What follows belongs to an exercise in optimizing a design on an open flow for small area; a production flow would make more cautious choices. In this exercise RTL edits were held to simulation tests only and were not proved equivalent to the original. Power and IR drop assume default switching activity.

==> onyx: inputs <==
==> flow/design.v <==
module alu_nmux32 (
  input s,
  input [31:0] a,
  input [31:0] b,
  output [31:0] y
);
  assign y = ~(s ? a : b);
endmodule
module alu_unit (
  input clk,
  input [2:0] funct,
  input [31:0] x,
  input [31:0] y,
  input alt,
  output reg [31:0] out
);
  genvar i;
  wire sub    = ~funct[2] & (funct[1] | (~funct[0] & alt));  
  wire isadd  = ~funct[2] & ~funct[1] & ~funct[0];          
  wire islog  = funct[2] & funct[1];                         
  wire en_p   = (funct[2] & ~funct[0]) | isadd;                
  wire isshift = ~funct[1] & funct[0];                       
  wire isslt  = ~funct[2] & funct[1];
  wire [31:0] yb = y ^ {32{sub}};
  wire [31:0] p = x ^ yb;
  wire [31:0] g = x & yb;
  reg [31:0] G, P;
  integer d, k;
  always @(*) begin
    G = g;
    P = p;
    G[0] = g[0] | (p[0] & sub);
    for (d = 1; d < 32; d = d * 2)
      for (k = 2 * d - 1; k < 32; k = k + 2 * d) begin
        G[k] = G[k] | (P[k] & G[k - d]);
        P[k] = P[k] & P[k - d];
      end
    for (d = 8; d >= 1; d = d / 2)
      for (k = 3 * d - 1; k < 32; k = k + 2 * d) begin
        G[k] = G[k] | (P[k] & G[k - d]);
        P[k] = P[k] & P[k - d];
      end
  end
  wire [32:0] c = {G, sub};
  wire [31:0] u = p & {32{en_p}};
  wire [31:0] v = (c[31:0] & {32{isadd}}) | (g & {32{islog}});
  wire [31:0] a = u ^ v;
  wire sltu = ~c[32];
  wire setbit = isslt & (sltu ^ (~funct[0] & (x[31] ^ y[31])));
  wire left = ~funct[2];
  wire fill = alt & x[31] & funct[2];
  wire nfill = ~fill;
  wire [31:0] xrev;
  generate
    for (i = 0; i < 32; i = i + 1) begin : rev
      assign xrev[i] = x[31-i];
    end
  endgenerate
  wire [31:0] xr, s0, s1, s2, s3, s4, sres;
  alu_nmux32 m0 (.s(left),  .a(xrev),                   .b(x),  .y(xr));   
  alu_nmux32 m1 (.s(y[0]),  .a({nfill, xr[31:1]}),      .b(xr), .y(s0));   
  alu_nmux32 m2 (.s(y[1]),  .a({{2{fill}}, s0[31:2]}),  .b(s0), .y(s1));   
  alu_nmux32 m3 (.s(y[2]),  .a({{4{nfill}}, s1[31:4]}), .b(s1), .y(s2));   
  alu_nmux32 m4 (.s(y[3]),  .a({{8{fill}}, s2[31:8]}),  .b(s2), .y(s3));   
  alu_nmux32 m5 (.s(y[4]),  .a({{16{nfill}}, s3[31:16]}), .b(s3), .y(s4));  
  wire [31:0] s4rev;
  generate
    for (i = 0; i < 32; i = i + 1) begin : rev2
      assign s4rev[i] = s4[31-i];
    end
  endgenerate
  alu_nmux32 m6 (.s(left), .a(s4rev), .b(s4), .y(sres));   
  wire [31:0] r = a | (~sres & {32{isshift}}) | {31'b0, setbit};
  always @(posedge clk) out <= r;
endmodule
==> flow/flow/run.sh <==
#!/bin/bash
# Own layout flow: the standard ORFS flow (the standard.sh), except that
#  - synthesis maps the combinational logic with an area-oriented ABC script
#    (flow/abc_area.script: structural hashing + amap, which keeps the
#    RTL's adder structure) and does not pre-map full/half adders;
#  - port buffers are sky130_fd_sc_hd__buf_1 cells.
# Registers are mapped exactly as in the standard synthesis (dfflibmap runs
# before ABC), so their names and cell types are unchanged.
set -euo pipefail
WORK=$(pwd)
rm -rf "$WORK/scripts_area"
cp -r "$FLOW_HOME/scripts" "$WORK/scripts_area"
cp "$WORK/flow/abc_area.script" "$WORK/scripts_area/abc_area.script"
VARS=(SCRIPTS_DIR="$WORK/scripts_area" ABC_AREA=1 ADDER_MAP_FILE=
      "BUFFER_PORTS_ARGS=-buffer_cell sky130_fd_sc_hd__buf_1")
bash standard.sh "${VARS[@]}" synth > "$WORK/synth.log" 2>&1
bash standard.sh "${VARS[@]}" > "$WORK/layout.log" 2>&1
test -f "$WORK/out/final.def"
==> flow/flow/abc_area.script <==
strash
amap
topo
stime -c
==> flow/standard.sh <==
#!/bin/bash
# synth_recipe.tcl (not shown) runs the flow's synth.tcl, then flattens the netlist and writes it again
# the make line also repeats each setting of config.mk as NAME=value (left out here)
make -C /OpenROAD-flow-scripts/flow DESIGN_CONFIG=/design/flow/config.mk WORK_HOME=/design/flow/orfs CLKGATE_MAP_FILE= SYNTH_SCRIPT=/design/flow/synth_recipe.tcl "${@:-finish}"
==> flow/config.mk <==
export PLATFORM = sky130hd
export DESIGN_NAME = alu_unit
export DESIGN_NICKNAME = alu_unit
export VERILOG_FILES = /design/flow/design.v
export SDC_FILE = /design/flow/constraint.sdc
export NUM_CORES = 4
export LEC_CHECK = 0
export ABC_AREA = 1
export CAP_MARGIN = 20
export CORE_MARGIN = 2
export CORE_UTILIZATION = 60
export CTS_BUF_LIST = sky130_fd_sc_hd__clkbuf_4
export GPL_TIMING_DRIVEN = 0
export SLEW_MARGIN = 20
export SYNTH_HIERARCHICAL = 1
export SYNTH_MINIMUM_KEEP_SIZE = 0
==> flow/constraint.sdc <==
create_clock -name core_clock -period 5.0 [get_ports {clk}]
set_input_delay 1.0000 -clock core_clock [delete_from_list [all_inputs] [get_ports {clk}]]
set_output_delay 1.0000 -clock core_clock [all_outputs]
set_load 0.01 [all_outputs]
==> zinc: changes against onyx <==
==> flow/design.v, changed modules only <==
module alu_unit (
  input clk,
  input [2:0] funct,
  input [31:0] x,
  input [31:0] y,
  input alt,
  output reg [31:0] out
);
  genvar i;
  wire sub    = ~funct[2] & (funct[1] | (~funct[0] & alt));  
  wire isadd  = ~funct[2] & ~funct[1] & ~funct[0];          
  wire islog  = funct[2] & funct[1];                         
  wire en_p   = (funct[2] & ~funct[0]) | isadd;                
  wire isshift = ~funct[1] & funct[0];                       
  wire isslt  = ~funct[2] & funct[1];
  wire [31:0] yb = y ^ {32{sub}};
  wire [31:0] p = x ^ yb;
  wire [31:0] g = x & yb;
  wire [7:0] gg, gp;
  genvar j;
  generate
    for (j = 0; j < 8; j = j + 1) begin : grp
      wire [3:0] pj = p[4*j+3:4*j];
      wire [3:0] gj = g[4*j+3:4*j];
      if (j == 0) begin : first
        wire g0 = gj[0] | (pj[0] & sub);
        assign gg[j] = gj[3] | (pj[3] & (gj[2] | (pj[2] & (gj[1] | (pj[1] & g0)))));
        assign gp[j] = 1'b0;
      end else begin : rest
        assign gg[j] = gj[3] | (pj[3] & (gj[2] | (pj[2] & (gj[1] | (pj[1] & gj[0])))));
        assign gp[j] = &pj;
      end
    end
  endgenerate
  reg [7:0] GG, GP;
  integer d, k;
  always @(*) begin
    GG = gg;
    GP = gp;
    for (d = 1; d < 8; d = d * 2)
      for (k = 2 * d - 1; k < 8; k = k + 2 * d) begin
        GG[k] = GG[k] | (GP[k] & GG[k - d]);
        GP[k] = GP[k] & GP[k - d];
      end
    for (d = 2; d >= 1; d = d / 2)
      for (k = 3 * d - 1; k < 8; k = k + 2 * d) begin
        GG[k] = GG[k] | (GP[k] & GG[k - d]);
        GP[k] = GP[k] & GP[k - d];
      end
  end
  wire [32:0] c;
  assign c[0] = sub;
  generate
    for (j = 0; j < 8; j = j + 1) begin : gc
      assign c[4*j+1] = g[4*j]   | (p[4*j]   & c[4*j]);
      assign c[4*j+2] = g[4*j+1] | (p[4*j+1] & c[4*j+1]);
      assign c[4*j+3] = g[4*j+2] | (p[4*j+2] & c[4*j+2]);
      assign c[4*j+4] = GG[j];
    end
  endgenerate
  wire [31:0] u = p & {32{en_p}};
  wire [31:0] v = (c[31:0] & {32{isadd}}) | (g & {32{islog}});
  wire [31:0] a = u ^ v;
  wire sltu = ~c[32];
  wire setbit = isslt & (sltu ^ (~funct[0] & (x[31] ^ y[31])));
  wire left = ~funct[2];
  wire fill = alt & x[31] & funct[2];
  wire nfill = ~fill;
  wire [31:0] xrev;
  generate
    for (i = 0; i < 32; i = i + 1) begin : rev
      assign xrev[i] = x[31-i];
    end
  endgenerate
  wire [31:0] xr, s0, s1, s2, s3, s4, sres;
  alu_nmux32 m0 (.s(left),  .a(xrev),                   .b(x),  .y(xr));   
  alu_nmux32 m1 (.s(y[0]),  .a({nfill, xr[31:1]}),      .b(xr), .y(s0));   
  alu_nmux32 m2 (.s(y[1]),  .a({{2{fill}}, s0[31:2]}),  .b(s0), .y(s1));   
  alu_nmux32 m3 (.s(y[2]),  .a({{4{nfill}}, s1[31:4]}), .b(s1), .y(s2));   
  alu_nmux32 m4 (.s(y[3]),  .a({{8{fill}}, s2[31:8]}),  .b(s2), .y(s3));   
  alu_nmux32 m5 (.s(y[4]),  .a({{16{nfill}}, s3[31:16]}), .b(s3), .y(s4));  
  wire [31:0] s4rev;
  generate
    for (i = 0; i < 32; i = i + 1) begin : rev2
      assign s4rev[i] = s4[31-i];
    end
  endgenerate
  alu_nmux32 m6 (.s(left), .a(s4rev), .b(s4), .y(sres));   
  wire [31:0] r = a | (~sres & {32{isshift}}) | {31'b0, setbit};
  always @(posedge clk) out <= r;
endmodule
- CORE_UTILIZATION: 60 -> 70
==> garnet: changes against onyx <==
==> flow/design.v, changed modules only <==
module alu_unit (
  input clk,
  input [2:0] funct,
  input [31:0] x,
  input [31:0] y,
  input alt,
  output reg [31:0] out
);
  wire [31:0] sra = $signed(x) >>> y[4:0];
  always @(posedge clk) begin
    case (funct) 
      3'b000: begin   
        out <= alt ? (x - y) : (x + y);
      end
      3'b001: begin   
        out <= x << y[4:0];
      end
      3'b010: begin   
        out <= {31'b0, $signed(x) < $signed(y)};
      end
      3'b011: begin   
        out <= {31'b0, x < y};
      end
      3'b100: begin   
        out <= x ^ y;
      end
      3'b101: begin   
        out <= alt ? sra : (x >> y[4:0]);
      end
      3'b110: begin   
        out <= x | y;
      end
      3'b111: begin   
        out <= x & y;
      end
    endcase
  end
endmodule
// module alu_nmux32 removed
==> flow/run.sh (new file) <==
#!/bin/bash
# synth_recipe.tcl (not shown) runs the flow's synth.tcl, then flattens the netlist and writes it again
# the make line also repeats each setting of config.mk as NAME=value (left out here)
make -C /OpenROAD-flow-scripts/flow DESIGN_CONFIG=/design/flow/config.mk WORK_HOME=/design/flow/orfs CLKGATE_MAP_FILE= SYNTH_SCRIPT=/design/flow/synth_recipe.tcl finish
- ABC_AREA: 1 -> not set
- CORE_UTILIZATION: 60 -> 40
- CTS_BUF_LIST: sky130_fd_sc_hd__clkbuf_4 -> not set
- GPL_TIMING_DRIVEN: 0 -> not set
- SYNTH_HIERARCHICAL: 1 -> not set
- SYNTH_MINIMUM_KEEP_SIZE: 0 -> not set
removed: flow/flow/run.sh
removed: flow/flow/abc_area.script
removed: flow/standard.sh
==> run notes <==
Sum of internal, switching and leakage power: garnet 1.90 mW; onyx 1.11 mW; zinc 1.11 mW
Global placer's final weighted congestion: garnet 0.985; onyx 1.06; zinc 1.22
Detail Route met2 WL: garnet 17100 um; onyx 7570 um; zinc 6650 um
Cell area after synthesis: garnet 9130 um^2; onyx 4070 um^2; zinc 4030 um^2
Number of tap cells inserted: garnet 285; onyx 80; zinc 72
Post-Synth Simple-Gate Area: garnet 0.174; onyx 0.176; zinc 0.157
Area of the die: garnet 24000 um^2; onyx 7460 um^2; zinc 6390 um^2
Die boundary height: garnet 155 um; onyx 86.4 um; zinc 79.9 um
Floorplan row count: garnet 55; onyx 30; zinc 27
CORE AREA: garnet 22500 um^2; onyx 6680 um^2; zinc 5540 um^2
Startpoint of the most critical setup path: garnet x[9]; onyx funct[0]; zinc funct[2]
Routed wl met3: garnet 4580 um; onyx 1990 um; zinc 2450 um
Power consumed by the clock network: garnet 380 uW; onyx 167 uW; zinc 162 uW
Met1 track demand over resource: garnet 0.467; onyx 0.543; zinc 0.565
Status: garnet complete, no violations; onyx complete, no violations; zinc complete, no violations
Parity-gate share of the synthesized area counting xor and xnor cells: garnet 0.0278; onyx 0.0215; zinc 0.0217
Fin nets: garnet 1520; onyx 808; zinc 778
Clock Power Share: garnet 0.199; onyx 0.150; zinc 0.146
Resize count post-CTS: garnet 0; onyx 7; zinc 5
Syn_area_per_cell: garnet 6.92 um^2; onyx 6.49 um^2; zinc 6.71 um^2
Share of the final layout cell area in sequential cells: garnet 0.0616; onyx 0.136; zinc 0.137
CP bufs+invs: garnet 2; onyx 4; zinc 3
Count of plain and timing-repair buffers: garnet 130; onyx 102; zinc 100
Post-synth cell types: garnet 86; onyx 27; zinc 27
Multi-input logic portion of the cell area: garnet 0.731; onyx 0.717; zinc 0.725
Wire length the detailed router placed on met1: garnet 17200 um; onyx 6060 um; zinc 5330 um

[separate check: timing with driven ports]
No port has a modelled driver above. Below, the same layouts with a new extraction and two added sets of constraints.
Step 1: set_driving_cell puts a clkbuf_16 on clk and a buf_2 on each other input, an assumption about the parent block.
Step 2, shift: input delay + t, output delay - t, t = (earliest + latest rising clock arrival at the registers) / 2. This alone moves slack from input paths to output paths.
Slacks: no drivers / after step 1 / after step 2; pairs: no drivers / after step 1.
run | shift t [ns] | setup WS [ns] | clock arrival spread, ns | worst data-port slew with drivers (ns)
onyx | 0.384 | 0.216 / 0.228 / -0.156 | 0.010 / 0.010 | 0.04
zinc | 0.371 | 0.256 / 0.266 / -0.106 | 0.007 / 0.007 | 0.05
garnet | 0.350 | 0.670 / 0.689 / 0.340 | 0.018 / 0.017 | 0.06
Met with ideal ports but missed after step 2: setup timing in onyx and zinc. For onyx, which loses most, drivers alone change the setup slack by +0.012 ns; drivers and shift together by -0.372 ns.
